This design comes from an exercise in tuning for small area and a short achievable clock period on the open sky130 flow, not from production work.
The RTL was checked by simulation tests, not by an equivalence proof against the original design.
Power is estimated from default activity; no workload was simulated.

==> flow/design.v <==
`timescale 1ns/1ns
module fifo(clock,reset,pin,sin,din,pout,dout, TM, SI, S0);
input clock,reset;
input pin, sin;
input [8:0] din;
output pout;
output [8:0] dout;
output S0;
input TM, SI;
reg [4:0]   memw, memr;    
reg         ne;            
reg         full;          
reg         one;           
reg [8:0]   dq;            
reg [287:0] mem;           
assign pout = ne;
assign S0   = memw[4];
assign dout = dq;
wire write = pin & ~full;
wire pop   = ~sin & ne;
wire [4:0] w1 = memw + 5'd1;
wire [4:0] r1 = memr + 5'd1;
wire [4:0] wt = {memw[3:0], memr[4]};       
wire two    = (memw == memr + 5'd2);          
wire thirty = ((memw + 5'd2) == memr);        
wire ton0   = (wt == {memr[3:0], 1'b1});
wire ton1   = (wt == {r1[3:0], 1'b0});
wire tne0   = (wt != {memr[3:0], 1'b0});
wire tne1   = (wt != {memr[3:0], 1'b1});
wire tfu0   = ((wt + 5'd1) == {memr[3:0], 1'b0});
wire tfu1   = ((wt + 5'd1) == {memr[3:0], 1'b1});
wire tby0   = (memw == {memr[3:0], 1'b0});
wire tby1   = (memw == {memr[3:0], 1'b1});
wire [31:0] wdec = 32'd1 << memw;
integer i;
always @(posedge clock)
  for (i = 0; i < 32; i = i + 1)
    if (write & wdec[i]) mem[9*i +: 9] <= din;
wire [4:0] rn = ~memr;
wire       tn = ~TM, sn = ~SI;
wire [7:0] hn, ht;                   
wire [3:0] ln, lt;                   
genvar e, b, k;
generate
  for (e = 0; e < 8; e = e + 1) begin : g_hi
    fifo_and3 un (.a(e & 4 ? memr[4] : rn[4]), .b(e & 2 ? memr[3] : rn[3]),
                  .c(e & 1 ? memr[2] : rn[2]), .x(hn[e]));
    fifo_and3 ut (.a(e & 4 ? memr[3] : rn[3]), .b(e & 2 ? memr[2] : rn[2]),
                  .c(e & 1 ? memr[1] : rn[1]), .x(ht[e]));
  end
  for (e = 0; e < 4; e = e + 1) begin : g_lo
    fifo_and3 un (.a(tn), .b(e & 2 ? memr[1] : rn[1]),
                  .c(e & 1 ? memr[0] : rn[0]), .x(ln[e]));
    fifo_and3 ut (.a(TM), .b(e & 2 ? memr[0] : rn[0]),
                  .c(e & 1 ? SI : sn), .x(lt[e]));
  end
endgenerate
wire [31:0] sel;
generate
  for (e = 0; e < 32; e = e + 1) begin : g_sel
    fifo_ao22 u (.a1(hn[((e + 31) % 32) / 4]), .a2(ln[(e + 31) % 4]),
                 .b1(ht[e / 4]),               .b2(lt[e % 4]),
                 .x(sel[e]));
  end
endgenerate
wire byp = write & (TM ? (SI ? tby1 : tby0) : (pop ? one : ~ne));
wire ld  = byp | TM | pop;        
wire nbyp = ~byp;
wire rdl = nbyp & (TM | pop);     
wire [8:0] dnext;
generate
  for (b = 0; b < 9; b = b + 1) begin : g_rd
    wire [3:0] g;
    wire [1:0] t;
    wire       h;
    for (e = 0; e < 4; e = e + 1) begin : g_grp
      wire [7:0] m;
      for (k = 0; k < 8; k = k + 1) begin : g_m
        assign m[k] = mem[9*(8*e+k)+b];
      end
      fifo_andor8 u (.s(sel[8*e +: 8]), .m(m), .y(g[e]));
    end
    fifo_nor2   u0 (.a(g[0]), .b(g[1]), .y(t[0]));
    fifo_nor2   u1 (.a(g[2]), .b(g[3]), .y(t[1]));
    fifo_o22ai  u2 (.a1(ld), .a2(dq[b]), .b1(nbyp), .b2(din[b]), .y(h));
    fifo_a31oi  u3 (.a1(rdl), .a2(t[0]), .a3(t[1]), .b1(h), .y(dnext[b]));
  end
endgenerate
always @(posedge clock)
  dq <= dnext;
always @(posedge clock or posedge reset) begin
  if (reset) begin
    memw <= 5'd0;
    memr <= 5'd0;
    ne   <= 1'b0;
    full <= 1'b0;
    one  <= 1'b0;
  end else if (TM) begin
    memw <= wt;
    memr <= {memr[3:0], SI};
    ne   <= SI ? tne1 : tne0;
    full <= SI ? tfu1 : tfu0;
    one  <= SI ? ton1 : ton0;
  end else begin
    memw <= write ? w1 : memw;
    memr <= pop ? r1 : memr;
    if (write & ~pop) begin
      ne   <= 1'b1;
      full <= thirty;
      one  <= ~ne;
    end else if (pop & ~write) begin
      ne   <= ~one;
      full <= 1'b0;
      one  <= two;
    end
  end
end
endmodule
module fifo_and3(input a, b, c, output x);
  assign x = a & b & c;
endmodule
module fifo_nor2(input a, b, output y);
  assign y = ~(a | b);
endmodule
module fifo_o22ai(input a1, a2, b1, b2, output y);
  assign y = ~((a1 | a2) & (b1 | b2));
endmodule
module fifo_a31oi(input a1, a2, a3, b1, output y);
  assign y = ~((a1 & a2 & a3) | b1);
endmodule
module fifo_ao22(input a1, a2, b1, b2, output x);
  assign x = (a1 & a2) | (b1 & b2);
endmodule
module fifo_andor8(input [7:0] s, input [7:0] m, output y);
  assign y = |(s & m);
endmodule
Settings: LEC_CHECK=0, CAP_MARGIN=20, CORE_MARGIN=2, CORE_UTILIZATION=65, SETUP_SLACK_MARGIN=1.45, SLEW_MARGIN=20, SYNTH_HIERARCHICAL=1; clock period 3.5 ns.
standard.sh (not shown) runs the stock make flow with config.mk's settings and CLKGATE_MAP_FILE= SYNTH_SCRIPT=/design/flow/synth_recipe.tcl, a recipe that flattens the netlist after the stock synthesis.
==> flow/flow/run.sh <==
#!/bin/bash
# Layout flow: the standard ORFS flow (standard.sh), with two changes:
#  - the port buffers are plain buf_2 cells instead of the delay cells
#    buffer_ports picks by default;
#  - the clock tree uses larger sink clusters and no dummy loads.
# make's full output goes to flow.log in the work folder; ORFS keeps each
# step's own log under orfs/logs/.
set -euo pipefail
export BUFFER_PORTS_ARGS="-buffer_cell sky130_fd_sc_hd__buf_2"
export CTS_ARGS="-sink_clustering_enable -repair_clock_nets -dont_use_dummy_load -sink_clustering_size 30 -sink_clustering_max_diameter 80 -buf_list {sky130_fd_sc_hd__clkbuf_8 sky130_fd_sc_hd__clkbuf_16}"
bash standard.sh > flow.log 2>&1
==> next run, changes <==
Settings changed: CORE_UTILIZATION 65 to 55, SETUP_SLACK_MARGIN 1.45 to 1.5.
The changed run passed the timing, DRC and antenna checks.
Synthesized cell count stays the same.
Design area goes up by 4.4%.
Critical path depth climbs by 1.
Worst setup slack is better by 93 ps.
Count of clock-buffer cells in the layout stays the same.
Non-clock buffer count came out higher by 23.
Die area went up by 18%.
Power grows by 2.6%.
Routed wire length increases by 7.7%.
==> next run, changes <==
--- a/flow/flow/run.sh
+++ b/flow/flow/run.sh
@@ -8,4 +8,4 @@
 set -euo pipefail
 export BUFFER_PORTS_ARGS="-buffer_cell sky130_fd_sc_hd__buf_2"
-export CTS_ARGS="-sink_clustering_enable -repair_clock_nets -dont_use_dummy_load -sink_clustering_size 30 -sink_clustering_max_diameter 80 -buf_list {sky130_fd_sc_hd__clkbuf_8 sky130_fd_sc_hd__clkbuf_16}"
+export CTS_ARGS="-sink_clustering_enable -repair_clock_nets -dont_use_dummy_load -sink_clustering_size 25 -sink_clustering_max_diameter 70 -buf_list {sky130_fd_sc_hd__clkbuf_8 sky130_fd_sc_hd__clkbuf_16}"
 bash standard.sh > flow.log 2>&1
Settings changed: CORE_UTILIZATION 55 to 65.
Global-route usage rose by 3.5 points.
Maximum frequency went down by 1.1%.
Setup slack gets worse by 24 ps.
==> next run, changes <==
--- a/flow/flow/run.sh
+++ b/flow/flow/run.sh
@@ -8,4 +8,4 @@
 set -euo pipefail
 export BUFFER_PORTS_ARGS="-buffer_cell sky130_fd_sc_hd__buf_2"
-export CTS_ARGS="-sink_clustering_enable -repair_clock_nets -dont_use_dummy_load -sink_clustering_size 25 -sink_clustering_max_diameter 70 -buf_list {sky130_fd_sc_hd__clkbuf_8 sky130_fd_sc_hd__clkbuf_16}"
+export CTS_ARGS="-sink_clustering_enable -repair_clock_nets -dont_use_dummy_load -sink_clustering_size 30 -sink_clustering_max_diameter 80 -buf_list {sky130_fd_sc_hd__clkbuf_8 sky130_fd_sc_hd__clkbuf_16}"
 bash standard.sh > flow.log 2>&1
Settings changed: SETUP_SLACK_MARGIN 1.5 to 1.6.
Combinational power climbs by 11%. Sequential share of layout area drops by 1.6 points. Setup slack is better by 33 ps. Die area is unchanged. Sequential power is about the same.

* * *

// fifo: RTL as listed in full above, without the edits since
==> flow/config.mk <==
export PLATFORM = sky130hd
export DESIGN_NAME = fifo
export DESIGN_NICKNAME = fifo
export VERILOG_FILES = /design/flow/design.v
export SDC_FILE = /design/flow/constraint.sdc
export NUM_CORES = 4
export LEC_CHECK = 0
export CAP_MARGIN = 20
export CORE_MARGIN = 2
export CORE_UTILIZATION = 55
export GPL_TIMING_DRIVEN = 0
export SETUP_SLACK_MARGIN = 1.5
export SLEW_MARGIN = 20
export SYNTH_HIERARCHICAL = 1
==> flow/constraint.sdc <==
create_clock -name core_clock -period 3.5 [get_ports {clock}]
set_input_delay 0.7000 -clock core_clock [delete_from_list [all_inputs] [get_ports {clock}]]
set_output_delay 0.7000 -clock core_clock [all_outputs]
set_load 0.01 [all_outputs]
==> flow/flow/run.sh <==
#!/bin/bash
# Layout flow: the standard ORFS flow (standard.sh), with two changes:
#  - the port buffers are plain buf_2 cells instead of the delay cells
#    buffer_ports picks by default;
#  - the clock tree uses larger sink clusters and no dummy loads.
# make's full output goes to flow.log in the work folder; ORFS keeps each
# step's own log under orfs/logs/.
set -euo pipefail
export BUFFER_PORTS_ARGS="-buffer_cell sky130_fd_sc_hd__buf_2"
export CTS_ARGS="-sink_clustering_enable -repair_clock_nets -dont_use_dummy_load -sink_clustering_size 30 -sink_clustering_max_diameter 80 -buf_list {sky130_fd_sc_hd__clkbuf_8 sky130_fd_sc_hd__clkbuf_16}"
bash standard.sh > flow.log 2>&1
The starting point completed without violations.
Next try:
- CORE_UTILIZATION: 55 -> 75
- GPL_TIMING_DRIVEN: 0 -> default
Outcome: The changed run produced a clean layout. Die area fell by a quarter to a third. Worst setup slack loses 0.039 ns. Flip-flop and latch count stays the same. Routed wire length increases by roughly a tenth. Hold slack stays flat. Sequential share of layout area rose by 3.8 points. Non-clock buffer count falls by 46.
Next try:
- CORE_UTILIZATION: 75 -> 55
- SETUP_SLACK_MARGIN: 1.5 -> 1.6
Result:
- via count shrinks by 11%
- wire length shrinks by 11%
- design area grows by 2.6%
- maximum frequency grows by 7.3%
- core utilization shrinks by 23 points
- clock skew grows by 0.044 ns
- first-iteration DRC count shrinks by 51%
- cell count grows by 7.4%
- synthesized cell count is unchanged
Next try:
- CORE_UTILIZATION: 55 -> 60
- SETUP_SLACK_MARGIN: 1.6 -> 1.5
Effect: Global-route usage went up by 1.2 points. Die area went down by 8.1%. Register-to-register slack is worse by 0.04 ns. Power shrinks by 1.0%. Clock-buffer cell count is unchanged. Non-clock buffer count goes down by 4.
Next try:
- CORE_UTILIZATION: 60 -> 68
Wire length shrinks by 1.7%. Synthesized area is unchanged. Setup slack gets better by 0.028 ns.

port drivers added, routing unchanged:
The flow's constraints put no driver on any port. The routed layouts listed below were extracted and timed again, unchanged, in two steps.
Step 1 (the two cells are an assumption about what drives the block):
set clk [get_ports {clock}]
set_driving_cell -lib_cell sky130_fd_sc_hd__clkbuf_16 $clk
set_driving_cell -lib_cell sky130_fd_sc_hd__buf_2 [delete_from_list [all_inputs] $clk]
Step 2, shift: input delay + t, output delay - t, t = (earliest + latest rising clock arrival at the registers) / 2. This alone moves slack from input paths to output paths.
Three values: ideal, step 1, step 2; two values: the first two.
run | t, ns | setup slack, ns | worst setup path after step 2 | cell pins on the clock port's net
the first run of note 1 | 0.528 | 1.313 / 1.313 / 0.867 | input to register | 1
the second run of note 1 | 0.533 | 1.407 / 1.407 / 0.959 | input to register | 1
the third run of note 1 | 0.530 | 1.382 / 1.382 / 0.942 | input to register | 1
the fourth run of note 1 | 0.532 | 1.416 / 1.416 / 0.970 | input to register | 1
the first run of note 2 | 0.542 | 1.276 / 1.276 / 0.809 | input to register | 1
the second run of note 2 | 0.534 | 1.237 / 1.237 / 0.799 | input to register | 1
the third run of note 2 | 0.521 | 1.391 / 1.391 / 0.963 | input to register | 1
the fourth run of note 2 | 0.538 | 1.346 / 1.346 / 0.893 | input to register | 1
the fifth run of note 2 | 0.526 | 1.375 / 1.375 / 0.877 | input to register | 1
After both steps setup and hold are still met in every run listed. For the fifth run of note 2, which loses most, drivers alone change the setup slack by 0.000 ns; drivers and shift together by -0.498 ns.
